What follows belongs to an exercise in optimizing a design on an open flow for small area, a short achievable clock period and few clock cycles; a production flow would make more cautious choices. No run shown here included a check of the RTL's function; only the layout flow was run.

==> flow/design.v, too long to show whole: its modules and the start of the top module <==
// module fa1: 4 lines
// module gand: 3 lines
// module omux8: 18 lines
// module ha1: 4 lines
// module fft8_top: 499 lines
module fft8_top #(
parameter N= 8,
parameter WIDTH= 12,
parameter FRACTION = 8
)(
input  wire clk,
input  wire rst,
input  wire start,
input  wire load,
input  wire [$clog2(N)-1:0] load_addr,
input  wire signed [WIDTH-1:0] data_in_re,
input  wire signed [WIDTH-1:0] data_in_im,
input  wire [$clog2(N)-1:0] out_addr,
output reg  done,
output reg  signed [WIDTH-1:0] data_out_re,
output reg  signed [WIDTH-1:0] data_out_im
);
  // ...
==> flow/flow/run.sh <==
#!/bin/bash
# Standard layout (the standard.sh: standard synthesis, floorplan, place,
# CTS, route, finish), with the timing repair asked to leave 7.75 ns of setup
# slack at the design's clock period.  The constraints are unchanged.
set -euo pipefail
bash standard.sh SETUP_SLACK_MARGIN=7.75 finish > standard_flow.log 2>&1
==> flow/standard.sh <==
#!/bin/bash
# synth_recipe.tcl (not shown) runs the flow's synth.tcl, then flattens the netlist and writes it again
# the make line also repeats each setting of config.mk as NAME=value (left out here)
make -C /OpenROAD-flow-scripts/flow DESIGN_CONFIG=/design/flow/config.mk WORK_HOME=/design/flow/orfs CLKGATE_MAP_FILE= SYNTH_SCRIPT=/design/flow/synth_recipe.tcl "${@:-finish}"
==> flow/config.mk <==
export PLATFORM = sky130hd
export DESIGN_NAME = fft8_top
export DESIGN_NICKNAME = fft8_top
export VERILOG_FILES = /design/flow/design.v
export SDC_FILE = /design/flow/constraint.sdc
export NUM_CORES = 4
export LEC_CHECK = 0
export ABC_AREA = 1
export CAP_MARGIN = 20
export CORE_MARGIN = 2
export CORE_UTILIZATION = 35
export SLEW_MARGIN = 20
export SYNTH_HIERARCHICAL = 1
export SYNTH_MINIMUM_KEEP_SIZE = 0
==> flow/constraint.sdc <==
create_clock -name core_clock -period 15.0 [get_ports {clk}]
set_input_delay 3.0000 -clock core_clock [delete_from_list [all_inputs] [get_ports {clk}]]
set_output_delay 3.0000 -clock core_clock [all_outputs]
set_load 0.01 [all_outputs]
==> reports/summary.md, run 1 <==
The worst setup path is captured at a primary output. The worst path needs 7190 ps of the cycle, external delays included. Once the clock tree was built, the resizer swapped 35 gates to a different size.

The share of cell area taken by muxes after synthesis came out at 0. For this run, combinational gates with multiple inputs come to 2079. The share of flip-flops with an asynchronous set or reset after synthesis is 0.0142. The combined buffer and inverter count along the critical path was 4. After floorplanning, the core was divided into 91 placement rows. The portion of synthesized cell area occupied by the leading cell type is 0.283. The tools report the via count of the routed design as 17900. The final number of max-transition violations was 0; the final antenna-violating net count was 0. Setup repair after global routing could not meet its margin everywhere.

Share of layout cells above drive strength 1: 0.0417. The run finished with no timing, DRC or antenna violations. The maximum fanout encountered on the critical timing path works out to 17.

The cell sitting at the root of the clock tree is a sky130_fd_sc_hd__clkbuf_16. In the final design database the tool counted 3354 nets. Entering global routing, the biggest net connects 87 pins. The number of antenna diodes in the final layout is 0.

Family of cells with the greatest summed delay on the critical path: buffers and inverters. The library cell used most frequently in the layout, excluding fill and tap cells, is sky130_fd_sc_hd__nand2_1. The count of non-CTS inverters in the layout is 522.
==> run 2, diff against run 1 <==
--- a/flow/design.v
+++ b/flow/design.v
@@ -4,23 +4,2 @@
 endmodule
-module gand (input wire a, input wire k, output wire y);
-    assign y = a & k;
-endmodule
-module omux8 (input wire d0, input wire d1, input wire d2, input wire d3,
-              input wire d4, input wire d5, input wire d6, input wire d7,
-              input wire [2:0] s, output wire y);
-    reg r;
-    always @(*) begin
-        case (s)
-            3'd0: r = d0;
-            3'd1: r = d1;
-            3'd2: r = d2;
-            3'd3: r = d3;
-            3'd4: r = d4;
-            3'd5: r = d5;
-            3'd6: r = d6;
-            default: r = d7;
-        endcase
-    end
-    assign y = r;
-endmodule
 module ha1 (input wire a, input wire b, output wire s, output wire co);
@@ -99,4 +78,3 @@
 assign op[15] = bhi; assign neg[15] = nc3i;
-wire keep = ~clr;
-wire [11:0] aa0; gand G0 [11:0] (.a(acc[0]), .k(keep), .y(aa0));
+wire [11:0] aa0 = acc[0] & {12{~clr}};
 wire [11:0] ob0 = op[0] ^ {12{neg[0]}};
@@ -116,3 +94,3 @@
 assign npend[0] = A0_c6;
-wire [11:0] aa1; gand G1 [11:0] (.a(acc[1]), .k(keep), .y(aa1));
+wire [11:0] aa1 = acc[1] & {12{~clr}};
 wire [11:0] ob1 = op[1] ^ {12{neg[1]}};
@@ -132,3 +110,3 @@
 assign npend[1] = A1_c18;
-wire [11:0] aa2; gand G2 [11:0] (.a(acc[2]), .k(keep), .y(aa2));
+wire [11:0] aa2 = acc[2] & {12{~clr}};
 wire [11:0] ob2 = op[2] ^ {12{neg[2]}};
@@ -148,3 +126,3 @@
 assign npend[2] = A2_c30;
-wire [11:0] aa3; gand G3 [11:0] (.a(acc[3]), .k(keep), .y(aa3));
+wire [11:0] aa3 = acc[3] & {12{~clr}};
 wire [11:0] ob3 = op[3] ^ {12{neg[3]}};
@@ -164,3 +142,3 @@
 assign npend[3] = A3_c42;
-wire [11:0] aa4; gand G4 [11:0] (.a(acc[4]), .k(keep), .y(aa4));
+wire [11:0] aa4 = acc[4] & {12{~clr}};
 wire [11:0] ob4 = op[4] ^ {12{neg[4]}};
@@ -180,3 +158,3 @@
 assign npend[4] = A4_c54;
-wire [11:0] aa5; gand G5 [11:0] (.a(acc[5]), .k(keep), .y(aa5));
+wire [11:0] aa5 = acc[5] & {12{~clr}};
 wire [11:0] ob5 = op[5] ^ {12{neg[5]}};
@@ -196,3 +174,3 @@
 assign npend[5] = A5_c66;
-wire [11:0] aa6; gand G6 [11:0] (.a(acc[6]), .k(keep), .y(aa6));
+wire [11:0] aa6 = acc[6] & {12{~clr}};
 wire [11:0] ob6 = op[6] ^ {12{neg[6]}};
@@ -212,3 +190,3 @@
 assign npend[6] = A6_c78;
-wire [11:0] aa7; gand G7 [11:0] (.a(acc[7]), .k(keep), .y(aa7));
+wire [11:0] aa7 = acc[7] & {12{~clr}};
 wire [11:0] ob7 = op[7] ^ {12{neg[7]}};
@@ -228,3 +206,3 @@
 assign npend[7] = A7_c90;
-wire [11:0] aa8; gand G8 [11:0] (.a(acc[8]), .k(keep), .y(aa8));
+wire [11:0] aa8 = acc[8] & {12{~clr}};
 wire [11:0] ob8 = op[8] ^ {12{neg[8]}};
@@ -244,3 +222,3 @@
 assign npend[8] = A8_c102;
-wire [11:0] aa9; gand G9 [11:0] (.a(acc[9]), .k(keep), .y(aa9));
+wire [11:0] aa9 = acc[9] & {12{~clr}};
 wire [11:0] ob9 = op[9] ^ {12{neg[9]}};
@@ -260,3 +238,3 @@
 assign npend[9] = A9_c114;
-wire [11:0] aa10; gand G10 [11:0] (.a(acc[10]), .k(keep), .y(aa10));
+wire [11:0] aa10 = acc[10] & {12{~clr}};
 wire [11:0] ob10 = op[10] ^ {12{neg[10]}};
@@ -276,3 +254,3 @@
 assign npend[10] = A10_c126;
-wire [11:0] aa11; gand G11 [11:0] (.a(acc[11]), .k(keep), .y(aa11));
+wire [11:0] aa11 = acc[11] & {12{~clr}};
 wire [11:0] ob11 = op[11] ^ {12{neg[11]}};
@@ -292,3 +270,3 @@
 assign npend[11] = A11_c138;
-wire [11:0] aa12; gand G12 [11:0] (.a(acc[12]), .k(keep), .y(aa12));
+wire [11:0] aa12 = acc[12] & {12{~clr}};
 wire [11:0] ob12 = op[12] ^ {12{neg[12]}};
@@ -308,3 +286,3 @@
 assign npend[12] = A12_c150;
-wire [11:0] aa13; gand G13 [11:0] (.a(acc[13]), .k(keep), .y(aa13));
+wire [11:0] aa13 = acc[13] & {12{~clr}};
 wire [11:0] ob13 = op[13] ^ {12{neg[13]}};
@@ -324,3 +302,3 @@
 assign npend[13] = A13_c162;
-wire [11:0] aa14; gand G14 [11:0] (.a(acc[14]), .k(keep), .y(aa14));
+wire [11:0] aa14 = acc[14] & {12{~clr}};
 wire [11:0] ob14 = op[14] ^ {12{neg[14]}};
@@ -340,3 +318,3 @@
 assign npend[14] = A14_c174;
-wire [11:0] aa15; gand G15 [11:0] (.a(acc[15]), .k(keep), .y(aa15));
+wire [11:0] aa15 = acc[15] & {12{~clr}};
 wire [11:0] ob15 = op[15] ^ {12{neg[15]}};
@@ -433,37 +411,66 @@
 wire [11:0] Sbc = {CSb_c242, CSb_c240, CSb_c238, CSb_c236, CSb_c234, CSb_c232, CSb_c230, CSb_c228, CSb_c226, CSb_c224, CSb_c222, ~adjS};
-wire [11:0] tar = Sas + Sac + Sc8;
-wire [11:0] tbr = Sbs + Sbc + !Sc8;
-wire TD_hs4, TD_hc4; ha1 H4 (.a(D[7]), .b(D[5]), .s(TD_hs4), .co(TD_hc4));
-wire TD_s245, TD_c245; fa1 F245 (.a(D[8]), .b(D[6]), .c(D[4]), .s(TD_s245), .co(TD_c245));
-wire TD_s246, TD_c246; fa1 F246 (.a(D[9]), .b(D[7]), .c(D[5]), .s(TD_s246), .co(TD_c246));
-wire TD_s247, TD_c247; fa1 F247 (.a(D[10]), .b(D[8]), .c(D[6]), .s(TD_s247), .co(TD_c247));
-wire TD_s248, TD_c248; fa1 F248 (.a(D[11]), .b(D[9]), .c(D[7]), .s(TD_s248), .co(TD_c248));
-wire TD_s249, TD_c249; fa1 F249 (.a(D[12]), .b(D[10]), .c(D[8]), .s(TD_s249), .co(TD_c249));
-wire TD_s250, TD_c250; fa1 F250 (.a(D[11]), .b(D[9]), .c(D[8]), .s(TD_s250), .co(TD_c250));
-wire TD_hs5, TD_hc5; ha1 H5 (.a(D[5]), .b(D[3]), .s(TD_hs5), .co(TD_hc5));
-wire TD_s251, TD_c251; fa1 F251 (.a(D[6]), .b(D[4]), .c(D[2]), .s(TD_s251), .co(TD_c251));
-wire TD_s252, TD_c252; fa1 F252 (.a(TD_hs4), .b(D[3]), .c(D[2]), .s(TD_s252), .co(TD_c252));
-wire TD_s253, TD_c253; fa1 F253 (.a(TD_hc4), .b(TD_s245), .c(D[3]), .s(TD_s253), .co(TD_c253));
-wire TD_s254, TD_c254; fa1 F254 (.a(TD_c245), .b(TD_s246), .c(D[4]), .s(TD_s254), .co(TD_c254));
-wire TD_s255, TD_c255; fa1 F255 (.a(TD_c246), .b(TD_s247), .c(D[5]), .s(TD_s255), .co(TD_c255));
-wire TD_s256, TD_c256; fa1 F256 (.a(TD_c247), .b(TD_s248), .c(D[6]), .s(TD_s256), .co(TD_c256));
-wire TD_s257, TD_c257; fa1 F257 (.a(TD_c248), .b(TD_s249), .c(D[7]), .s(TD_s257), .co(TD_c257));
-wire TD_s258, TD_c258; fa1 F258 (.a(TD_c249), .b(TD_s250), .c(D[6]), .s(TD_s258), .co(TD_c258));
-wire TD_s259, TD_c259; fa1 F259 (.a(TD_c250), .b(D[10]), .c(D[9]), .s(TD_s259), .co(TD_c259));
-wire TD_s260, TD_c260; fa1 F260 (.a(D[11]), .b(D[10]), .c(D[8]), .s(TD_s260), .co(TD_c260));
-wire TD_hs6, TD_hc6; ha1 H6 (.a(D[4]), .b(D[2]), .s(TD_hs6), .co(TD_hc6));
-wire TD_s261, TD_c261; fa1 F261 (.a(TD_hs5), .b(D[1]), .c(D[0]), .s(TD_s261), .co(TD_c261));
-wire TD_s262, TD_c262; fa1 F262 (.a(TD_hc5), .b(TD_s251), .c(D[1]), .s(TD_s262), .co(TD_c262));
-wire TD_s263, TD_c263; fa1 F263 (.a(TD_c251), .b(TD_s252), .c(D[0]), .s(TD_s263), .co(TD_c263));
-wire TD_s264, TD_c264; fa1 F264 (.a(TD_c252), .b(TD_s253), .c(D[1]), .s(TD_s264), .co(TD_c264));
-wire TD_s265, TD_c265; fa1 F265 (.a(TD_c253), .b(TD_s254), .c(D[2]), .s(TD_s265), .co(TD_c265));
-wire TD_s266, TD_c266; fa1 F266 (.a(TD_c254), .b(TD_s255), .c(D[3]), .s(TD_s266), .co(TD_c266));
-wire TD_s267, TD_c267; fa1 F267 (.a(TD_c255), .b(TD_s256), .c(D[4]), .s(TD_s267), .co(TD_c267));
-wire TD_s268, TD_c268; fa1 F268 (.a(TD_c256), .b(TD_s257), .c(D[5]), .s(TD_s268), .co(TD_c268));
-wire TD_s269, TD_c269; fa1 F269 (.a(TD_c257), .b(TD_s258), .c(D[12]), .s(TD_s269), .co(TD_c269));
-wire TD_s270, TD_c270; fa1 F270 (.a(TD_c258), .b(TD_s259), .c(D[7]), .s(TD_s270), .co(TD_c270));
-wire TD_s271, TD_c271; fa1 F271 (.a(TD_c259), .b(TD_s260), .c(D[12]), .s(TD_s271), .co(TD_c271));
-wire TD_s272, TD_c272; fa1 F272 (.a(TD_c260), .b(D[11]), .c(D[9]), .s(TD_s272), .co(TD_c272));
-wire [19:0] Dr0 = {1'b0, D[11], TD_c272, TD_c271, TD_c270, TD_c269, TD_c268, TD_c267, TD_c266, TD_c265, TD_c264, TD_c263, TD_c262, TD_c261, TD_hc6, TD_hs6, D[3], D[2], D[1], D[0]};
-wire [19:0] Dr1 = {1'b0, D[12], D[10], TD_s272, TD_s271, TD_s270, TD_s269, TD_s268, TD_s267, TD_s266, TD_s265, TD_s264, TD_s263, TD_s262, TD_s261, D[0], D[1], D[0], 1'b0, 1'b0};
+wire ISa_s245, ISa_c245; fa1 F245 (.a(Sas[0]), .b(Sac[0]), .c(Sc8), .s(ISa_s245), .co(ISa_c245));
+wire ISa_s246, ISa_c246; fa1 F246 (.a(Sas[1]), .b(Sac[1]), .c(ISa_c245), .s(ISa_s246), .co(ISa_c246));
+wire ISa_s247, ISa_c247; fa1 F247 (.a(Sas[2]), .b(Sac[2]), .c(ISa_c246), .s(ISa_s247), .co(ISa_c247));
+wire ISa_s248, ISa_c248; fa1 F248 (.a(Sas[3]), .b(Sac[3]), .c(ISa_c247), .s(ISa_s248), .co(ISa_c248));
+wire ISa_s249, ISa_c249; fa1 F249 (.a(Sas[4]), .b(Sac[4]), .c(ISa_c248), .s(ISa_s249), .co(ISa_c249));
+wire ISa_s250, ISa_c250; fa1 F250 (.a(Sas[5]), .b(Sac[5]), .c(ISa_c249), .s(ISa_s250), .co(ISa_c250));
+wire ISa_hs4, ISa_hc4; ha1 H4 (.a(Sas[6]), .b(Sac[6]), .s(ISa_hs4), .co(ISa_hc4));
+wire ISa_s251, ISa_c251; fa1 F251 (.a(Sas[7]), .b(Sac[7]), .c(ISa_hc4), .s(ISa_s251), .co(ISa_c251));
+wire ISa_s252, ISa_c252; fa1 F252 (.a(Sas[8]), .b(Sac[8]), .c(ISa_c251), .s(ISa_s252), .co(ISa_c252));
+wire ISa_s253, ISa_c253; fa1 F253 (.a(Sas[9]), .b(Sac[9]), .c(ISa_c252), .s(ISa_s253), .co(ISa_c253));
+wire ISa_s254, ISa_c254; fa1 F254 (.a(Sas[10]), .b(Sac[10]), .c(ISa_c253), .s(ISa_s254), .co(ISa_c254));
+wire ISa_s255, ISa_c255; fa1 F255 (.a(Sas[11]), .b(Sac[11]), .c(ISa_c254), .s(ISa_s255), .co(ISa_c255));
+wire [5:0] ISa_h = {ISa_s255, ISa_s254, ISa_s253, ISa_s252, ISa_s251, ISa_hs4};
+wire [5:0] ISa_k = {ISa_c250 & (&ISa_h[4:0]), ISa_c250 & (&ISa_h[3:0]), ISa_c250 & (&ISa_h[2:0]), ISa_c250 & (&ISa_h[1:0]), ISa_c250 & ISa_h[0], ISa_c250};
+wire [11:0] tar = {ISa_h ^ ISa_k, ISa_s250, ISa_s249, ISa_s248, ISa_s247, ISa_s246, ISa_s245};
+wire Sc8n = ~Sc8;
+wire ISb_s256, ISb_c256; fa1 F256 (.a(Sbs[0]), .b(Sbc[0]), .c(Sc8n), .s(ISb_s256), .co(ISb_c256));
+wire ISb_s257, ISb_c257; fa1 F257 (.a(Sbs[1]), .b(Sbc[1]), .c(ISb_c256), .s(ISb_s257), .co(ISb_c257));
+wire ISb_s258, ISb_c258; fa1 F258 (.a(Sbs[2]), .b(Sbc[2]), .c(ISb_c257), .s(ISb_s258), .co(ISb_c258));
+wire ISb_s259, ISb_c259; fa1 F259 (.a(Sbs[3]), .b(Sbc[3]), .c(ISb_c258), .s(ISb_s259), .co(ISb_c259));
+wire ISb_s260, ISb_c260; fa1 F260 (.a(Sbs[4]), .b(Sbc[4]), .c(ISb_c259), .s(ISb_s260), .co(ISb_c260));
+wire ISb_s261, ISb_c261; fa1 F261 (.a(Sbs[5]), .b(Sbc[5]), .c(ISb_c260), .s(ISb_s261), .co(ISb_c261));
+wire ISb_hs5, ISb_hc5; ha1 H5 (.a(Sbs[6]), .b(Sbc[6]), .s(ISb_hs5), .co(ISb_hc5));
+wire ISb_s262, ISb_c262; fa1 F262 (.a(Sbs[7]), .b(Sbc[7]), .c(ISb_hc5), .s(ISb_s262), .co(ISb_c262));
+wire ISb_s263, ISb_c263; fa1 F263 (.a(Sbs[8]), .b(Sbc[8]), .c(ISb_c262), .s(ISb_s263), .co(ISb_c263));
+wire ISb_s264, ISb_c264; fa1 F264 (.a(Sbs[9]), .b(Sbc[9]), .c(ISb_c263), .s(ISb_s264), .co(ISb_c264));
+wire ISb_s265, ISb_c265; fa1 F265 (.a(Sbs[10]), .b(Sbc[10]), .c(ISb_c264), .s(ISb_s265), .co(ISb_c265));
+wire ISb_s266, ISb_c266; fa1 F266 (.a(Sbs[11]), .b(Sbc[11]), .c(ISb_c265), .s(ISb_s266), .co(ISb_c266));
+wire [5:0] ISb_h = {ISb_s266, ISb_s265, ISb_s264, ISb_s263, ISb_s262, ISb_hs5};
+wire [5:0] ISb_k = {ISb_c261 & (&ISb_h[4:0]), ISb_c261 & (&ISb_h[3:0]), ISb_c261 & (&ISb_h[2:0]), ISb_c261 & (&ISb_h[1:0]), ISb_c261 & ISb_h[0], ISb_c261};
+wire [11:0] tbr = {ISb_h ^ ISb_k, ISb_s261, ISb_s260, ISb_s259, ISb_s258, ISb_s257, ISb_s256};
+wire TD_hs6, TD_hc6; ha1 H6 (.a(D[7]), .b(D[5]), .s(TD_hs6), .co(TD_hc6));
+wire TD_s267, TD_c267; fa1 F267 (.a(D[8]), .b(D[6]), .c(D[4]), .s(TD_s267), .co(TD_c267));
+wire TD_s268, TD_c268; fa1 F268 (.a(D[9]), .b(D[7]), .c(D[5]), .s(TD_s268), .co(TD_c268));
+wire TD_s269, TD_c269; fa1 F269 (.a(D[10]), .b(D[8]), .c(D[6]), .s(TD_s269), .co(TD_c269));
+wire TD_s270, TD_c270; fa1 F270 (.a(D[11]), .b(D[9]), .c(D[7]), .s(TD_s270), .co(TD_c270));
+wire TD_s271, TD_c271; fa1 F271 (.a(D[12]), .b(D[10]), .c(D[8]), .s(TD_s271), .co(TD_c271));
+wire TD_s272, TD_c272; fa1 F272 (.a(D[11]), .b(D[9]), .c(D[8]), .s(TD_s272), .co(TD_c272));
+wire TD_hs7, TD_hc7; ha1 H7 (.a(D[5]), .b(D[3]), .s(TD_hs7), .co(TD_hc7));
+wire TD_s273, TD_c273; fa1 F273 (.a(D[6]), .b(D[4]), .c(D[2]), .s(TD_s273), .co(TD_c273));
+wire TD_s274, TD_c274; fa1 F274 (.a(TD_hs6), .b(D[3]), .c(D[2]), .s(TD_s274), .co(TD_c274));
+wire TD_s275, TD_c275; fa1 F275 (.a(TD_hc6), .b(TD_s267), .c(D[3]), .s(TD_s275), .co(TD_c275));
+wire TD_s276, TD_c276; fa1 F276 (.a(TD_c267), .b(TD_s268), .c(D[4]), .s(TD_s276), .co(TD_c276));
+wire TD_s277, TD_c277; fa1 F277 (.a(TD_c268), .b(TD_s269), .c(D[5]), .s(TD_s277), .co(TD_c277));
+wire TD_s278, TD_c278; fa1 F278 (.a(TD_c269), .b(TD_s270), .c(D[6]), .s(TD_s278), .co(TD_c278));
+wire TD_s279, TD_c279; fa1 F279 (.a(TD_c270), .b(TD_s271), .c(D[7]), .s(TD_s279), .co(TD_c279));
+wire TD_s280, TD_c280; fa1 F280 (.a(TD_c271), .b(TD_s272), .c(D[6]), .s(TD_s280), .co(TD_c280));
+wire TD_s281, TD_c281; fa1 F281 (.a(TD_c272), .b(D[10]), .c(D[9]), .s(TD_s281), .co(TD_c281));
+wire TD_s282, TD_c282; fa1 F282 (.a(D[11]), .b(D[10]), .c(D[8]), .s(TD_s282), .co(TD_c282));
+wire TD_hs8, TD_hc8; ha1 H8 (.a(D[4]), .b(D[2]), .s(TD_hs8), .co(TD_hc8));
+wire TD_s283, TD_c283; fa1 F283 (.a(TD_hs7), .b(D[1]), .c(D[0]), .s(TD_s283), .co(TD_c283));
+wire TD_s284, TD_c284; fa1 F284 (.a(TD_hc7), .b(TD_s273), .c(D[1]), .s(TD_s284), .co(TD_c284));
+wire TD_s285, TD_c285; fa1 F285 (.a(TD_c273), .b(TD_s274), .c(D[0]), .s(TD_s285), .co(TD_c285));
+wire TD_s286, TD_c286; fa1 F286 (.a(TD_c274), .b(TD_s275), .c(D[1]), .s(TD_s286), .co(TD_c286));
+wire TD_s287, TD_c287; fa1 F287 (.a(TD_c275), .b(TD_s276), .c(D[2]), .s(TD_s287), .co(TD_c287));
+wire TD_s288, TD_c288; fa1 F288 (.a(TD_c276), .b(TD_s277), .c(D[3]), .s(TD_s288), .co(TD_c288));
+wire TD_s289, TD_c289; fa1 F289 (.a(TD_c277), .b(TD_s278), .c(D[4]), .s(TD_s289), .co(TD_c289));
+wire TD_s290, TD_c290; fa1 F290 (.a(TD_c278), .b(TD_s279), .c(D[5]), .s(TD_s290), .co(TD_c290));
+wire TD_s291, TD_c291; fa1 F291 (.a(TD_c279), .b(TD_s280), .c(D[12]), .s(TD_s291), .co(TD_c291));
+wire TD_s292, TD_c292; fa1 F292 (.a(TD_c280), .b(TD_s281), .c(D[7]), .s(TD_s292), .co(TD_c292));
+wire TD_s293, TD_c293; fa1 F293 (.a(TD_c281), .b(TD_s282), .c(D[12]), .s(TD_s293), .co(TD_c293));
+wire TD_s294, TD_c294; fa1 F294 (.a(TD_c282), .b(D[11]), .c(D[9]), .s(TD_s294), .co(TD_c294));
+wire [19:0] Dr0 = {1'b0, D[11], TD_c294, TD_c293, TD_c292, TD_c291, TD_c290, TD_c289, TD_c288, TD_c287, TD_c286, TD_c285, TD_c284, TD_c283, TD_hc8, TD_hs8, D[3], D[2], D[1], D[0]};
+wire [19:0] Dr1 = {1'b0, D[12], D[10], TD_s294, TD_s293, TD_s292, TD_s291, TD_s290, TD_s289, TD_s288, TD_s287, TD_s286, TD_s285, TD_s284, TD_s283, D[0], D[1], D[0], 1'b0, 1'b0};
 wire [8:0] Dlo = Dr0[7:0] + Dr1[7:0];
@@ -472,32 +479,61 @@
 wire [11:0] Dn0 = ~Dh0, Dn1 = ~Dh1;
-wire CDa_s273, CDa_c273; fa1 F273 (.a(ui[0]), .b(Dh0[0]), .c(Dh1[0]), .s(CDa_s273), .co(CDa_c273));
-wire CDb_s274, CDb_c274; fa1 F274 (.a(ui[0]), .b(Dn0[0]), .c(Dn1[0]), .s(CDb_s274), .co(CDb_c274));
-wire CDa_s275, CDa_c275; fa1 F275 (.a(ui[1]), .b(Dh0[1]), .c(Dh1[1]), .s(CDa_s275), .co(CDa_c275));
-wire CDb_s276, CDb_c276; fa1 F276 (.a(ui[1]), .b(Dn0[1]), .c(Dn1[1]), .s(CDb_s276), .co(CDb_c276));
-wire CDa_s277, CDa_c277; fa1 F277 (.a(ui[2]), .b(Dh0[2]), .c(Dh1[2]), .s(CDa_s277), .co(CDa_c277));
-wire CDb_s278, CDb_c278; fa1 F278 (.a(ui[2]), .b(Dn0[2]), .c(Dn1[2]), .s(CDb_s278), .co(CDb_c278));
-wire CDa_s279, CDa_c279; fa1 F279 (.a(ui[3]), .b(Dh0[3]), .c(Dh1[3]), .s(CDa_s279), .co(CDa_c279));
-wire CDb_s280, CDb_c280; fa1 F280 (.a(ui[3]), .b(Dn0[3]), .c(Dn1[3]), .s(CDb_s280), .co(CDb_c280));
-wire CDa_s281, CDa_c281; fa1 F281 (.a(ui[4]), .b(Dh0[4]), .c(Dh1[4]), .s(CDa_s281), .co(CDa_c281));
-wire CDb_s282, CDb_c282; fa1 F282 (.a(ui[4]), .b(Dn0[4]), .c(Dn1[4]), .s(CDb_s282), .co(CDb_c282));
-wire CDa_s283, CDa_c283; fa1 F283 (.a(ui[5]), .b(Dh0[5]), .c(Dh1[5]), .s(CDa_s283), .co(CDa_c283));
-wire CDb_s284, CDb_c284; fa1 F284 (.a(ui[5]), .b(Dn0[5]), .c(Dn1[5]), .s(CDb_s284), .co(CDb_c284));
-wire CDa_s285, CDa_c285; fa1 F285 (.a(ui[6]), .b(Dh0[6]), .c(Dh1[6]), .s(CDa_s285), .co(CDa_c285));
-wire CDb_s286, CDb_c286; fa1 F286 (.a(ui[6]), .b(Dn0[6]), .c(Dn1[6]), .s(CDb_s286), .co(CDb_c286));
-wire CDa_s287, CDa_c287; fa1 F287 (.a(ui[7]), .b(Dh0[7]), .c(Dh1[7]), .s(CDa_s287), .co(CDa_c287));
-wire CDb_s288, CDb_c288; fa1 F288 (.a(ui[7]), .b(Dn0[7]), .c(Dn1[7]), .s(CDb_s288), .co(CDb_c288));
-wire CDa_s289, CDa_c289; fa1 F289 (.a(ui[8]), .b(Dh0[8]), .c(Dh1[8]), .s(CDa_s289), .co(CDa_c289));
-wire CDb_s290, CDb_c290; fa1 F290 (.a(ui[8]), .b(Dn0[8]), .c(Dn1[8]), .s(CDb_s290), .co(CDb_c290));
-wire CDa_s291, CDa_c291; fa1 F291 (.a(ui[9]), .b(Dh0[9]), .c(Dh1[9]), .s(CDa_s291), .co(CDa_c291));
-wire CDb_s292, CDb_c292; fa1 F292 (.a(ui[9]), .b(Dn0[9]), .c(Dn1[9]), .s(CDb_s292), .co(CDb_c292));
-wire CDa_s293, CDa_c293; fa1 F293 (.a(ui[10]), .b(Dh0[10]), .c(Dh1[10]), .s(CDa_s293), .co(CDa_c293));
-wire CDb_s294, CDb_c294; fa1 F294 (.a(ui[10]), .b(Dn0[10]), .c(Dn1[10]), .s(CDb_s294), .co(CDb_c294));
-wire CDa_s295, CDa_c295; fa1 F295 (.a(ui[11]), .b(Dh0[11]), .c(Dh1[11]), .s(CDa_s295), .co(CDa_c295));
-wire CDb_s296, CDb_c296; fa1 F296 (.a(ui[11]), .b(Dn0[11]), .c(Dn1[11]), .s(CDb_s296), .co(CDb_c296));
-wire [11:0] Das = {CDa_s295, CDa_s293, CDa_s291, CDa_s289, CDa_s287, CDa_s285, CDa_s283, CDa_s281, CDa_s279, CDa_s277, CDa_s275, CDa_s273};
-wire [11:0] Dac = {CDa_c293, CDa_c291, CDa_c289, CDa_c287, CDa_c285, CDa_c283, CDa_c281, CDa_c279, CDa_c277, CDa_c275, CDa_c273, adjD};
-wire [11:0] Dbs = {CDb_s296, CDb_s294, CDb_s292, CDb_s290, CDb_s288, CDb_s286, CDb_s284, CDb_s282, CDb_s280, CDb_s278, CDb_s276, CDb_s274};
-wire [11:0] Dbc = {CDb_c294, CDb_c292, CDb_c290, CDb_c288, CDb_c286, CDb_c284, CDb_c282, CDb_c280, CDb_c278, CDb_c276, CDb_c274, ~adjD};
-wire [11:0] tai = Das + Dac + Dc8;
-wire [11:0] tbi = Dbs + Dbc + !Dc8;
+wire CDa_s295, CDa_c295; fa1 F295 (.a(ui[0]), .b(Dh0[0]), .c(Dh1[0]), .s(CDa_s295), .co(CDa_c295));
+wire CDb_s296, CDb_c296; fa1 F296 (.a(ui[0]), .b(Dn0[0]), .c(Dn1[0]), .s(CDb_s296), .co(CDb_c296));
+wire CDa_s297, CDa_c297; fa1 F297 (.a(ui[1]), .b(Dh0[1]), .c(Dh1[1]), .s(CDa_s297), .co(CDa_c297));
+wire CDb_s298, CDb_c298; fa1 F298 (.a(ui[1]), .b(Dn0[1]), .c(Dn1[1]), .s(CDb_s298), .co(CDb_c298));
+wire CDa_s299, CDa_c299; fa1 F299 (.a(ui[2]), .b(Dh0[2]), .c(Dh1[2]), .s(CDa_s299), .co(CDa_c299));
+wire CDb_s300, CDb_c300; fa1 F300 (.a(ui[2]), .b(Dn0[2]), .c(Dn1[2]), .s(CDb_s300), .co(CDb_c300));
+wire CDa_s301, CDa_c301; fa1 F301 (.a(ui[3]), .b(Dh0[3]), .c(Dh1[3]), .s(CDa_s301), .co(CDa_c301));
+wire CDb_s302, CDb_c302; fa1 F302 (.a(ui[3]), .b(Dn0[3]), .c(Dn1[3]), .s(CDb_s302), .co(CDb_c302));
+wire CDa_s303, CDa_c303; fa1 F303 (.a(ui[4]), .b(Dh0[4]), .c(Dh1[4]), .s(CDa_s303), .co(CDa_c303));
+wire CDb_s304, CDb_c304; fa1 F304 (.a(ui[4]), .b(Dn0[4]), .c(Dn1[4]), .s(CDb_s304), .co(CDb_c304));
+wire CDa_s305, CDa_c305; fa1 F305 (.a(ui[5]), .b(Dh0[5]), .c(Dh1[5]), .s(CDa_s305), .co(CDa_c305));
+wire CDb_s306, CDb_c306; fa1 F306 (.a(ui[5]), .b(Dn0[5]), .c(Dn1[5]), .s(CDb_s306), .co(CDb_c306));
+wire CDa_s307, CDa_c307; fa1 F307 (.a(ui[6]), .b(Dh0[6]), .c(Dh1[6]), .s(CDa_s307), .co(CDa_c307));
+wire CDb_s308, CDb_c308; fa1 F308 (.a(ui[6]), .b(Dn0[6]), .c(Dn1[6]), .s(CDb_s308), .co(CDb_c308));
+wire CDa_s309, CDa_c309; fa1 F309 (.a(ui[7]), .b(Dh0[7]), .c(Dh1[7]), .s(CDa_s309), .co(CDa_c309));
+wire CDb_s310, CDb_c310; fa1 F310 (.a(ui[7]), .b(Dn0[7]), .c(Dn1[7]), .s(CDb_s310), .co(CDb_c310));
+wire CDa_s311, CDa_c311; fa1 F311 (.a(ui[8]), .b(Dh0[8]), .c(Dh1[8]), .s(CDa_s311), .co(CDa_c311));
+wire CDb_s312, CDb_c312; fa1 F312 (.a(ui[8]), .b(Dn0[8]), .c(Dn1[8]), .s(CDb_s312), .co(CDb_c312));
+wire CDa_s313, CDa_c313; fa1 F313 (.a(ui[9]), .b(Dh0[9]), .c(Dh1[9]), .s(CDa_s313), .co(CDa_c313));
+wire CDb_s314, CDb_c314; fa1 F314 (.a(ui[9]), .b(Dn0[9]), .c(Dn1[9]), .s(CDb_s314), .co(CDb_c314));
+wire CDa_s315, CDa_c315; fa1 F315 (.a(ui[10]), .b(Dh0[10]), .c(Dh1[10]), .s(CDa_s315), .co(CDa_c315));
+wire CDb_s316, CDb_c316; fa1 F316 (.a(ui[10]), .b(Dn0[10]), .c(Dn1[10]), .s(CDb_s316), .co(CDb_c316));
+wire CDa_s317, CDa_c317; fa1 F317 (.a(ui[11]), .b(Dh0[11]), .c(Dh1[11]), .s(CDa_s317), .co(CDa_c317));
+wire CDb_s318, CDb_c318; fa1 F318 (.a(ui[11]), .b(Dn0[11]), .c(Dn1[11]), .s(CDb_s318), .co(CDb_c318));
+wire [11:0] Das = {CDa_s317, CDa_s315, CDa_s313, CDa_s311, CDa_s309, CDa_s307, CDa_s305, CDa_s303, CDa_s301, CDa_s299, CDa_s297, CDa_s295};
+wire [11:0] Dac = {CDa_c315, CDa_c313, CDa_c311, CDa_c309, CDa_c307, CDa_c305, CDa_c303, CDa_c301, CDa_c299, CDa_c297, CDa_c295, adjD};
+wire [11:0] Dbs = {CDb_s318, CDb_s316, CDb_s314, CDb_s312, CDb_s310, CDb_s308, CDb_s306, CDb_s304, CDb_s302, CDb_s300, CDb_s298, CDb_s296};
+wire [11:0] Dbc = {CDb_c316, CDb_c314, CDb_c312, CDb_c310, CDb_c308, CDb_c306, CDb_c304, CDb_c302, CDb_c300, CDb_c298, CDb_c296, ~adjD};
+wire IDa_s319, IDa_c319; fa1 F319 (.a(Das[0]), .b(Dac[0]), .c(Dc8), .s(IDa_s319), .co(IDa_c319));
+wire IDa_s320, IDa_c320; fa1 F320 (.a(Das[1]), .b(Dac[1]), .c(IDa_c319), .s(IDa_s320), .co(IDa_c320));
+wire IDa_s321, IDa_c321; fa1 F321 (.a(Das[2]), .b(Dac[2]), .c(IDa_c320), .s(IDa_s321), .co(IDa_c321));
+wire IDa_s322, IDa_c322; fa1 F322 (.a(Das[3]), .b(Dac[3]), .c(IDa_c321), .s(IDa_s322), .co(IDa_c322));
+wire IDa_s323, IDa_c323; fa1 F323 (.a(Das[4]), .b(Dac[4]), .c(IDa_c322), .s(IDa_s323), .co(IDa_c323));
+wire IDa_s324, IDa_c324; fa1 F324 (.a(Das[5]), .b(Dac[5]), .c(IDa_c323), .s(IDa_s324), .co(IDa_c324));
+wire IDa_hs9, IDa_hc9; ha1 H9 (.a(Das[6]), .b(Dac[6]), .s(IDa_hs9), .co(IDa_hc9));
+wire IDa_s325, IDa_c325; fa1 F325 (.a(Das[7]), .b(Dac[7]), .c(IDa_hc9), .s(IDa_s325), .co(IDa_c325));
+wire IDa_s326, IDa_c326; fa1 F326 (.a(Das[8]), .b(Dac[8]), .c(IDa_c325), .s(IDa_s326), .co(IDa_c326));
+wire IDa_s327, IDa_c327; fa1 F327 (.a(Das[9]), .b(Dac[9]), .c(IDa_c326), .s(IDa_s327), .co(IDa_c327));
+wire IDa_s328, IDa_c328; fa1 F328 (.a(Das[10]), .b(Dac[10]), .c(IDa_c327), .s(IDa_s328), .co(IDa_c328));
+wire IDa_s329, IDa_c329; fa1 F329 (.a(Das[11]), .b(Dac[11]), .c(IDa_c328), .s(IDa_s329), .co(IDa_c329));
+wire [5:0] IDa_h = {IDa_s329, IDa_s328, IDa_s327, IDa_s326, IDa_s325, IDa_hs9};
+wire [5:0] IDa_k = {IDa_c324 & (&IDa_h[4:0]), IDa_c324 & (&IDa_h[3:0]), IDa_c324 & (&IDa_h[2:0]), IDa_c324 & (&IDa_h[1:0]), IDa_c324 & IDa_h[0], IDa_c324};
+wire [11:0] tai = {IDa_h ^ IDa_k, IDa_s324, IDa_s323, IDa_s322, IDa_s321, IDa_s320, IDa_s319};
+wire Dc8n = ~Dc8;
+wire IDb_s330, IDb_c330; fa1 F330 (.a(Dbs[0]), .b(Dbc[0]), .c(Dc8n), .s(IDb_s330), .co(IDb_c330));
+wire IDb_s331, IDb_c331; fa1 F331 (.a(Dbs[1]), .b(Dbc[1]), .c(IDb_c330), .s(IDb_s331), .co(IDb_c331));
+wire IDb_s332, IDb_c332; fa1 F332 (.a(Dbs[2]), .b(Dbc[2]), .c(IDb_c331), .s(IDb_s332), .co(IDb_c332));
+wire IDb_s333, IDb_c333; fa1 F333 (.a(Dbs[3]), .b(Dbc[3]), .c(IDb_c332), .s(IDb_s333), .co(IDb_c333));
+wire IDb_s334, IDb_c334; fa1 F334 (.a(Dbs[4]), .b(Dbc[4]), .c(IDb_c333), .s(IDb_s334), .co(IDb_c334));
+wire IDb_s335, IDb_c335; fa1 F335 (.a(Dbs[5]), .b(Dbc[5]), .c(IDb_c334), .s(IDb_s335), .co(IDb_c335));
+wire IDb_hs10, IDb_hc10; ha1 H10 (.a(Dbs[6]), .b(Dbc[6]), .s(IDb_hs10), .co(IDb_hc10));
+wire IDb_s336, IDb_c336; fa1 F336 (.a(Dbs[7]), .b(Dbc[7]), .c(IDb_hc10), .s(IDb_s336), .co(IDb_c336));
+wire IDb_s337, IDb_c337; fa1 F337 (.a(Dbs[8]), .b(Dbc[8]), .c(IDb_c336), .s(IDb_s337), .co(IDb_c337));
+wire IDb_s338, IDb_c338; fa1 F338 (.a(Dbs[9]), .b(Dbc[9]), .c(IDb_c337), .s(IDb_s338), .co(IDb_c338));
+wire IDb_s339, IDb_c339; fa1 F339 (.a(Dbs[10]), .b(Dbc[10]), .c(IDb_c338), .s(IDb_s339), .co(IDb_c339));
+wire IDb_s340, IDb_c340; fa1 F340 (.a(Dbs[11]), .b(Dbc[11]), .c(IDb_c339), .s(IDb_s340), .co(IDb_c340));
+wire [5:0] IDb_h = {IDb_s340, IDb_s339, IDb_s338, IDb_s337, IDb_s336, IDb_hs10};
+wire [5:0] IDb_k = {IDb_c335 & (&IDb_h[4:0]), IDb_c335 & (&IDb_h[3:0]), IDb_c335 & (&IDb_h[2:0]), IDb_c335 & (&IDb_h[1:0]), IDb_c335 & IDb_h[0], IDb_c335};
+wire [11:0] tbi = {IDb_h ^ IDb_k, IDb_s335, IDb_s334, IDb_s333, IDb_s332, IDb_s331, IDb_s330};
 always @(posedge clk) begin
@@ -506,7 +542,12 @@
     acc[4] <= nxt[4]; acc[5] <= nxt[5]; acc[6] <= nxt[6]; acc[7] <= nxt[7];
-    if (start | ph1) begin
+    if (start) begin
+        acc[12] <= tar;     acc[13] <= tai;
+        acc[14] <= tbr;     acc[15] <= tbi;
         acc[8]  <= nxt[13]; acc[9]  <= nxt[12];
         acc[10] <= nxt[15]; acc[11] <= nxt[14];
-        acc[12] <= tai;     acc[13] <= tar;
-        acc[14] <= tbi;     acc[15] <= tbr;
+    end else if (ph1) begin
+        acc[8]  <= tbi;     acc[9]  <= tbr;
+        acc[10] <= tai;     acc[11] <= tar;
+        acc[12] <= nxt[12]; acc[13] <= nxt[13];
+        acc[14] <= nxt[14]; acc[15] <= nxt[15];
     end else begin
@@ -518,10 +559,13 @@
 end
-wire [11:0] ore, oim;
-omux8 OR_ [11:0] (.d0(acc[0]), .d1(acc[8]),  .d2(acc[2]), .d3(acc[14]),
-                  .d4(acc[4]), .d5(acc[10]), .d6(acc[6]), .d7(acc[12]), .s(out_addr), .y(ore));
-omux8 OI_ [11:0] (.d0(acc[1]), .d1(acc[9]),  .d2(acc[3]), .d3(acc[15]),
-                  .d4(acc[5]), .d5(acc[11]), .d6(acc[7]), .d7(acc[13]), .s(out_addr), .y(oim));
 always @(*) begin
-    data_out_re = ore;
-    data_out_im = oim;
+    case (out_addr)
+        3'd0: begin data_out_re = acc[0];  data_out_im = acc[1];  end
+        3'd1: begin data_out_re = acc[12]; data_out_im = acc[13]; end
+        3'd2: begin data_out_re = acc[2];  data_out_im = acc[3];  end
+        3'd3: begin data_out_re = acc[8];  data_out_im = acc[9];  end
+        3'd4: begin data_out_re = acc[4];  data_out_im = acc[5];  end
+        3'd5: begin data_out_re = acc[14]; data_out_im = acc[15]; end
+        3'd6: begin data_out_re = acc[6];  data_out_im = acc[7];  end
+        default: begin data_out_re = acc[10]; data_out_im = acc[11]; end
+    endcase
 end
==> flow/flow/run.sh (replaced) <==
#!/bin/bash
# Standard layout (the standard.sh: standard synthesis, floorplan, place,
# CTS, route, finish), with the timing repair asked to leave 7.5 ns of setup
# slack at the design's clock period.  The constraints are unchanged.
set -euo pipefail
bash standard.sh SETUP_SLACK_MARGIN=7.5 finish > standard_flow.log 2>&1
--- a/flow/config.mk
+++ b/flow/config.mk
@@ -7,6 +7,5 @@
 export LEC_CHECK = 0
-export ABC_AREA = 1
 export CAP_MARGIN = 20
 export CORE_MARGIN = 2
-export CORE_UTILIZATION = 35
+export CORE_UTILIZATION = 40
 export SLEW_MARGIN = 20
==> run 2 against run 1 <==
Compared with the run above: wire length is 1.9% higher; maximum frequency is 4.0% lower; critical path type unchanged; synthesized area hardly changed.
==> reports/summary.md, run 2 <==
The adder and majority cell fraction of the synthesized area is 0.347 (was 0.333). Endpoint of the most critical register-to-register path: acc[10][10]$_DFF_P_ (was acc[12][8]$_DFF_P_). The fraction of the cycle the final worst path needs came out at 0.500 (was 0.480). Library cell with the largest summed area after synthesis: sky130_fd_sc_hd__fa_1 (unchanged). The number of iterations in the first detailed-routing pass came out at 5 (was 6). Standard cell with the maximum stage delay on the critical path: sky130_fd_sc_hd__mux2_2 (was sky130_fd_sc_hd__bufbuf_16).

The largest family of logic cells by synthesized area is adder cells (unchanged). Number of buffers added by the clock tree synthesis step: 28 (was 25). The maximum clock frequency was 133 MHz (was 139 MHz); the die span in y was 237 µm (was 253 µm). The slew at the pin with the worst max-slew slack was 1110 ps (was 1020 ps); the hold path depth was 0 (unchanged). The number of global-route vias before repair is 17100 (was 17700). The leading cell type in the layout, fill and taps excluded is sky130_fd_sc_hd__fa_1 (was sky130_fd_sc_hd__nand2_1).

The logs give 0 (unchanged) for the DRC violation count after routing and 6320 ps (was 6640 ps) for the placement-stage worst setup slack. Setup slack after layout: 7510 ps (was 7810 ps). The flip-flop count of the largest register after layout was 192 (unchanged).

Critical path launch point type: an input pin (unchanged). The H-tree depth was 1 (unchanged). The antenna diode instance count is 0 (unchanged).

The placed instance count is 2801 (was 3676). The count of final setup violators is 0 (unchanged). The routed via count divided by cell count was 5.50 (was 4.80).

The final routed wirelength across all metal layers came out at 65500 µm (was 64300 µm). The run gives 0.889 (was 0.899) as the final weighted congestion in routability-driven placement. The flow ran to the end and the layout has no timing, DRC or antenna violations.

The initial antenna violation count was 2 (was 0); the count of standard-cell rows was 85 (was 91). The tools report the gate count after technology mapping as 2152 (was 2865). TritonCTS built the clock tree. The dominant register cell in the synthesized netlist was sky130_fd_sc_hd__dfxtp_1 (unchanged). The number of maximum-capacitance violations came out at 0 (unchanged).

The type of the most critical hold path is reg2reg (unchanged). The tools report the number of endpoints with negative hold slack in the final report as 0 (unchanged). The delay of the slowest cell on the worst path was 350 ps (was 320 ps); the placed instance area was 0.0227 mm² (was 0.0230 mm²). The signal arrival time at the worst endpoint came out at 4490 ps (was 4190 ps).

The final clock skew was 15.6 ps (was 16.2 ps). The maximum fanout encountered on the critical timing path was 6 (was 17); the core outline area was 0.0536 mm² (was 0.0614 mm²). For the met3 wire length, the log shows 3850 µm (was 3500 µm). Highest routing layer actually used: met5 (was met4). The share of flip-flops with an asynchronous set or reset after synthesis is 0.0142 (unchanged). The tools report the launch instance of the worst min-delay path as ph1$_DFF_PP0_ (unchanged). The met2 routed wirelength was 32400 µm (was 30400 µm). Most frequent cells in the layout: sky130_fd_sc_hd__fa_1, sky130_fd_sc_hd__and2_1, sky130_fd_sc_hd__dfxtp_1, sky130_fd_sc_hd__nor2_1, sky130_fd_sc_hd__nand2_1 (was sky130_fd_sc_hd__nand2_1, sky130_fd_sc_hd__inv_1, sky130_fd_sc_hd__fa_1, sky130_fd_sc_hd__nand3_1, sky130_fd_sc_hd__dfxtp_1).

The tools report the clock tree root driver cell as sky130_fd_sc_hd__clkbuf_16 (unchanged). The yosys synthesis warning count was 8 (was 9). The tools report the endpoint of the worst hold-timing path as done$_DFF_PP0_ (unchanged). The via count of the routed design is 16000 (was 17900).

The final critical delay including setup and external delays is 7490 ps (was 7190 ps). The DRC marker count from the first detailed-route iteration was 1130 (was 1425). The sink count of the clock tree is 211 (unchanged), and the worst reg2reg path depth is 26 (was 23). The share of layout cells above drive strength 1 works out to 0.189 (was 0.0417). The type of the worst setup path was in2out (unchanged). The number of register bits inferred by synthesis is 211 (unchanged), and the post-detailed-placement half-perimeter wirelength is 48600 µm (was 49400 µm). The number of buffers on the longest clock path is 3 (unchanged). The die outline area was 0.0559 mm² (was 0.0638 mm²).

The routed metal-1 wirelength is 27100 µm (was 28300 µm). Largest cells by area after synthesis: sky130_fd_sc_hd__fa_1, sky130_fd_sc_hd__dfxtp_1, sky130_fd_sc_hd__and2_1 (was sky130_fd_sc_hd__fa_1, sky130_fd_sc_hd__dfxtp_1, sky130_fd_sc_hd__nand2_1). The run gives 0 (unchanged) as the final antenna-violating net count.

The run gives 71 (was 41) as the number of distinct library cell variants in the gate-level netlist after synthesis. The kind of end point of the critical path was a primary output (unchanged). Most flop-heavy register: acc (unchanged).

The total overflow reported by the global router was 0 (unchanged); the final setup TNS was 0 ps (unchanged). The tools report the beginning of the worst register-to-register path as acc[11][0]$_DFF_P_ (was acc[10][6]$_DFF_P_). For the post-synthesis instance area, the log shows 0.0216 mm² (about the same).

The sequential element share of the synthesized area was 0.196 (about the same); the number of enable flip-flop cells after synthesis was 0 (unchanged). The routed wire length per instance was 22.5 µm (was 17.2 µm); the slack of the worst reg-to-reg path was 7510 ps (was 8220 ps). The combined global-route utilization of all metal layers was 0.237 (was 0.205). Top flop regs: acc x192, pend x16 (unchanged). The post-CTS clock slew at the launch and capture registers of the worst setup and hold paths was 60 ps (was 70 ps).

Cell-by-cell listing of the critical path: buf_6 > bufbuf_16 > mux2_2 > a221oi_2 > a31oi_1 > o22a_1 > buf_2 (was buf_16 > bufbuf_16 > inv_2 > nand2_1 > nand3_1 > nand3_1 > nand2_1 > dlygate4sd2_1). The horizontal extent of the die was 237 µm (was 253 µm). Setup repair after global routing could not meet its margin everywhere. The dominant cell by count in the synthesized netlist was sky130_fd_sc_hd__fa_1 (was sky130_fd_sc_hd__nand2_1). For the number of nets in the layout, the log shows 2625 (was 3354). The share of cell area taken by muxes after synthesis was 0.0739 (was 0); the xor/xnor share of the synthesized area was 0.0806 (was 0.0713). For the headroom to the max-slew limit, the log shows 0.262 (was 0.319).

The growth of design area from synthesis to finish is 17.7% (was 12.7%), and the data required time at the worst endpoint is 12000 ps (about the same). The run gives 102000 µm (was 101000 µm) as the wire length of the first global-routing pass. The area fraction in compound gates after synthesis is 0.102 (was 0.0571), and the initial cell density of the core is 0.404 (was 0.352). The largest net degree at the start of global routing is 102 (was 87).

Post-synthesis simple-gate area fraction: 0.163 (was 0.237). The non-filler instance count after layout was 2915 (was 3737).

The clock latency on the worst-skew pair was 570 ps (was 550 ps); the mean post-synth cell area was 10.1 µm² (was 7.55 µm²). The number of port buffers came out at 58 (unchanged). The portion of synthesized cell area occupied by the leading cell type was 0.317 (was 0.283); the final number of max-transition violations was 0 (unchanged).

The count of pins on the block boundary came out at 59 (unchanged). Cell types with the highest counts after synthesis: sky130_fd_sc_hd__fa_1, sky130_fd_sc_hd__and2_1, sky130_fd_sc_hd__dfxtp_1 (was sky130_fd_sc_hd__nand2_1, sky130_fd_sc_hd__inv_1, sky130_fd_sc_hd__fa_1). The tools report the final design area excluding fillers as 0.0255 mm² (was 0.0244 mm²).
## run 2: worst max-delay path by stage
stage / start / cells after the start / slack [ps] / end
6_report: out_addr[1] / 7 / 7510 / data_out_re[3]
5_1_grt: acc[10][2]$_DFF_P_ / 24 / 7350 / acc[10][10]$_DFF_P_
4_1_cts: acc[10][4]$_DFF_P_ / 24 / 7370 / acc[10][10]$_DFF_P_
3_5_place_dp: out_addr[2] / 8 / 6320 / data_out_im[8]
3_3_place_gp: out_addr[2] / 8 / 6370 / data_out_im[8]
2_1_floorplan: acc[11][0]$_DFF_P_ / 25 / 7540 / acc[8][10]$_DFF_P_
## run 2: cell families (layout without fill, tap and decap cells)
| group | count (synthesis) | count (layout) |
|---|---|---|
| other cells | 2 | 10 |
| mux | 137 | 137 |
| simple gates | 675 | 675 |
| compound gates | 330 | 330 |
| fa+ha+maj | 394 | 394 |
| xor+xnor | 199 | 199 |
| flops | 211 | 211 |
| buf+inv | 204 | 263 |
## run 2: layer usage
metal  vias up  global-route usage
met5         -                   0
met4         4              0.0702
met3       101              0.0342
met2       493               0.407
met1      8245               0.311
li1       7190                   -
## run 2: worst max-delay path: cells and delay by family
kind,cells,cell delay [ps]
buffers and inverters,3,600
AOI/OAI and AO/OA,3,550
muxes,1,350
## run 2: per-module statistics from Yosys (local to each module, per instance)
module	cells	area (µm²)	flops+latches
fft8_top	1802	14700	211
fa1	1	20.0	0
ha1	1	12.5	0
## run 2: stage by stage
step / hold WS (ps) / utilization
finish: 384 / 0.475
global route: 393 / 0.475
floorplan: 389 / -
detailed placement: 371 / 0.424
global placement: 371 / 0.424
CTS: 386 / 0.466
## run 2: cell type report
class | count | area (µm²)
fillers | 4969 | 28100
multi-input cells | 1745 | 17500
flip-flops and latches | 211 | 4260
repair buffers | 145 | 1440
well taps | 696 | 871
clock buffers | 39 | 853
inverters | 66 | 255
clock inverters | 13 | 253
## run 2: repair_timing
action,4_1_cts,5_1_grt
gates cloned,7,0
gates resized for setup,193,89
endpoints found under the setup margin,80,73
pin swaps,52,57
setup buffers,37,18
hold buffers,0,0

afterwards: timing with drivers on the ports:
Ports are ideal in the flow. The routed layouts listed here were re-timed in OpenROAD. Step 1, drivers: a clkbuf_16 drives clk and a buf_2 each remaining input, both assumed. Step 2 times the ports against the registers' clock, not the clock port: input delays grow and output delays shrink by t, the midpoint of the rising clock arrivals with the driver on. Slacks: no drivers / after step 1 / after step 2; pairs: no drivers / after step 1.
run | t (ns) | setup slack, ns | pins driven straight from the clock port
run 1 | 0.601 | 7.806 / 7.582 / 7.293 | 1
run 2 | 0.618 | 7.505 / 7.467 / 7.088 | 1
After both steps setup and hold are still met in every run listed. For run 1, which loses most, drivers alone change the setup slack by -0.224 ns; drivers and shift together by -0.513 ns.
